This design comes from an exercise in tuning for small area on the open sky130 flow, not from production work. Only simulation tests tie the RTL to the original design; equivalence was not proved. No activity file was given, so power comes from the tool's default toggle rates.

== the previous run ==
## vga_ttop
module vga_ttop(
    input  wire        sys_clk,
    input  wire        sys_rst_n,
    input  wire        btn_next,
    output wire        hsync,
    output wire        vsync,
    output wire [15:0] rgb
);
    reg key_n0, key_n1, key_n2;
    always @(posedge sys_clk or negedge sys_rst_n) begin
        if (!sys_rst_n) begin
            key_n0 <= 1'b0;
            key_n1 <= 1'b0;
            key_n2 <= 1'b0;
        end else begin
            key_n0 <= ~btn_next;
            key_n1 <= key_n0;
            key_n2 <= key_n1;
        end
    end
    wire key_edge = key_n1 & ~key_n2;    
    reg sel_must, sel_end;
    always @(posedge sys_clk or negedge sys_rst_n) begin
        if (!sys_rst_n) begin
            sel_must <= 1'b0;
            sel_end  <= 1'b0;
        end else if (key_edge) begin
            sel_must <= ~sel_must & ~sel_end;
            sel_end  <= sel_must;
        end
    end
  ...
Size: about 450 cells after synthesis, about 21 I/O pins, about 2700 sq um of cells after synthesis.
Settings: LEC_CHECK=0, ABC_AREA=1, CAP_MARGIN=20, CORE_MARGIN=2, CORE_UTILIZATION=40, SLEW_MARGIN=20; clock period 20.0 ns.
standard.sh (not shown) runs the stock make flow with config.mk's settings and CLKGATE_MAP_FILE= SYNTH_SCRIPT=/design/flow/synth_recipe.tcl, a recipe that flattens the netlist after the stock synthesis.
==> flow/flow/run.sh <==
#!/bin/bash
# Own layout flow: the standard synthesis; its combinational logic re-mapped for
# area with eight ABC scripts, four at a time (flip-flops untouched), keeping the
# smallest netlist; then the standard ORFS layout, with port buffers of the
# smallest buffer and a clock tree without dummy loads.
set -euo pipefail
W=$PWD
R=$W/orfs/results/$FLOW_PLATFORM/vga_ttop/base
LIB=$FLOW_HOME/platforms/$FLOW_PLATFORM/lib/sky130_fd_sc_hd__tt_025C_1v80.lib

bash standard.sh "$R/1_2_yosys.v" > synth.log 2>&1
cp "$R/1_2_yosys.v" std_netlist.v
ln -sf "$LIB" lib.lib
python3 flow/mkmodels.py "$LIB" models.v > models.log 2>&1

for wave in "1 2 3 4" "5 6 7 8"; do
  for i in $wave; do
    mkdir -p reopt$i
    cp flow/area$i.abc reopt$i/area.abc
    (cd reopt$i && yosys -s ../flow/reopt.ys > reopt.log 2>&1) &
  done
  wait
done

best=""; best_area=""
for i in 1 2 3 4 5 6 7 8; do
  a=$(grep 'Chip area' reopt$i/reopt_after.txt 2>/dev/null | head -1 | awk '{print $NF}' || true)
  echo "reopt$i: ${a:-failed}" >> reopt_summary.log
  [ -n "$a" ] && [ -s reopt$i/reopt_netlist.v ] || continue
  if [ -z "$best" ] || awk -v a="$a" -v b="$best_area" 'BEGIN{exit !(a < b)}'; then
    best=$i; best_area=$a
  fi
done
echo "chosen: reopt$best ($best_area)" >> reopt_summary.log
cp reopt$best/reopt_netlist.v "$R/1_2_yosys.v"

export BUFFER_PORTS_ARGS="-buffer_cell sky130_fd_sc_hd__buf_1"
export CTS_ARGS="-sink_clustering_enable -repair_clock_nets -dont_use_dummy_load"
bash standard.sh finish > layout.log 2>&1
Other scripts of this flow, unchanged in this note and not shown: flow/flow/area1.abc, flow/flow/area2.abc, flow/flow/area3.abc, flow/flow/area4.abc, flow/flow/area5.abc, flow/flow/area6.abc, flow/flow/area7.abc, flow/flow/area8.abc, flow/flow/mkmodels.py, flow/flow/reopt.ys
The previous run finished every step from synthesis to the final layout, and the layout passed the timing, design-rule and antenna checks.
Input-level comparison between the current run and the previous run:
-- flow/flow/run.sh --
<<< the previous run, line 2
# Own layout flow: the standard synthesis; its combinational logic re-mapped for
# area with eight ABC scripts, four at a time (flip-flops untouched), keeping the
# smallest netlist; then the standard ORFS layout, with port buffers of the
>>> the current run, line 2
# Own layout flow: the standard synthesis; its combinational logic re-mapped for
# area with twelve ABC scripts, four at a time (flip-flops untouched), keeping the
# smallest netlist; then the standard ORFS layout, with port buffers of the
<<< the previous run, line 15

for wave in "1 2 3 4" "5 6 7 8"; do
  for i in $wave; do
>>> the current run, line 15

for wave in "1 2 3 4" "5 6 7 8" "9 10 11 12"; do
  for i in $wave; do
<<< the previous run, line 25
best=""; best_area=""
for i in 1 2 3 4 5 6 7 8; do
  a=$(grep 'Chip area' reopt$i/reopt_after.txt 2>/dev/null | head -1 | awk '{print $NF}' || true)
>>> the current run, line 25
best=""; best_area=""
for i in 1 2 3 4 5 6 7 8 9 10 11 12; do
  a=$(grep 'Chip area' reopt$i/reopt_after.txt 2>/dev/null | head -1 | awk '{print $NF}' || true)
==> flow/flow/area10.abc (new file) <==
strash
&get -n
&deepsyn -T 15 -I 7
&put
dch -f
amap -A 10 -F 3
topo
==> flow/flow/area11.abc (new file) <==
strash
&get -n
&deepsyn -T 25 -I 4
&put
dch -f
amap -A 10 -F 3
topo
==> flow/flow/area12.abc (new file) <==
strash
&get -n
&deepsyn -T 20 -I 10
&put
dch -f
amap -A 10 -F 3
topo
==> flow/flow/area9.abc (new file) <==
strash
&get -n
&deepsyn -T 20 -I 5
&put
dch -f
amap -A 20 -F 5
topo
Findings:
Number of combinational gates with multiple inputs delta (the previous run -> the current run): insignificant. Reported for the previous run and the current run, final total power turned out identical to the last digit. [compare] base=the previous run new=the current run: detailed-route wire length about even; setup slack after placement stayed essentially flat; area of all placed cells without fillers did not really move; cell depth of the worst setup path level. Re first-iteration DRC count: no difference whatsoever between the previous run and the current run. On maximum single-stage delay on the critical path, the previous run and the current run are basically level. Reported for the previous run and the current run, hold slack turned out identical to the last digit.

========
== job 101 ==
Starting RTL as in the previous note.
clock: 20.0 ns
lec_check: 0
cap_margin: 20
core_margin: 2
core_utilization: 40
slew_margin: 20
==> flow/flow/run.sh <==
#!/bin/bash
# Own layout flow: the standard synthesis; its combinational logic re-mapped for
# area with a few ABC scripts in parallel (flip-flops untouched), keeping the
# smallest netlist; then the standard ORFS layout, with port buffers of the
# smallest buffer and a clock tree without dummy loads.
set -euo pipefail
W=$PWD
R=$W/orfs/results/$FLOW_PLATFORM/vga_ttop/base
LIB=$FLOW_HOME/platforms/$FLOW_PLATFORM/lib/sky130_fd_sc_hd__tt_025C_1v80.lib

bash standard.sh "$R/1_2_yosys.v" > synth.log 2>&1
cp "$R/1_2_yosys.v" std_netlist.v
ln -sf "$LIB" lib.lib
python3 flow/mkmodels.py "$LIB" models.v > models.log 2>&1

for i in 1 2 3 4; do
  mkdir -p reopt$i
  cp flow/area$i.abc reopt$i/area.abc
  (cd reopt$i && yosys -s ../flow/reopt.ys > reopt.log 2>&1) &
done
wait

best=""; best_area=""
for i in 1 2 3 4; do
  a=$(grep 'Chip area' reopt$i/reopt_after.txt 2>/dev/null | head -1 | awk '{print $NF}' || true)
  echo "reopt$i: ${a:-failed}" >> reopt_summary.log
  [ -n "$a" ] && [ -s reopt$i/reopt_netlist.v ] || continue
  if [ -z "$best" ] || awk -v a="$a" -v b="$best_area" 'BEGIN{exit !(a < b)}'; then
    best=$i; best_area=$a
  fi
done
echo "chosen: reopt$best ($best_area)" >> reopt_summary.log
cp reopt$best/reopt_netlist.v "$R/1_2_yosys.v"

export BUFFER_PORTS_ARGS="-buffer_cell sky130_fd_sc_hd__buf_1"
export CTS_ARGS="-sink_clustering_enable -repair_clock_nets -dont_use_dummy_load"
bash standard.sh finish > layout.log 2>&1
Other scripts of this flow, unchanged in this note and not shown: flow/flow/area1.abc, flow/flow/area2.abc, flow/flow/area3.abc, flow/flow/area4.abc, flow/flow/mkmodels.py, flow/flow/reopt.ys
> inputs changed (job 101 -> job 102)
- ABC_AREA newly set to 1
--- outcome ---
Post-route total power was lower in job 102 than in job 101. Job 101 → job 102: arrival time of the worst setup path dropped 0.54 ns; area taken by flip-flops and latches barely changed.

[port drivers added, routing unchanged]
Ports are ideal in the flow. The routed layouts listed here were re-timed in OpenROAD.
Step 1 assumes that a clkbuf_16 drives the clock port and a buf_2 every other input.
Step 2 times the ports against the registers' clock, not the clock port: input delays grow and output delays shrink by t, the midpoint of the rising clock arrivals with the driver on.
a / b / c = ideal / step 1 / step 2; a / b = the first two.
run | shift t [ns] | setup WS [ns] | clock arrival spread, ns
the previous run | 0.302 | 9.578 / 9.548 / 9.850 | 0.014 / 0.015
the current run | 0.302 | 9.578 / 9.548 / 9.850 | 0.014 / 0.015
job 101 | 0.296 | 9.687 / 9.661 / 9.957 | 0.016 / 0.016
job 102 | 0.301 | 10.232 / 10.202 / 10.504 | 0.003 / 0.003
After both steps setup and hold are still met in every run listed.
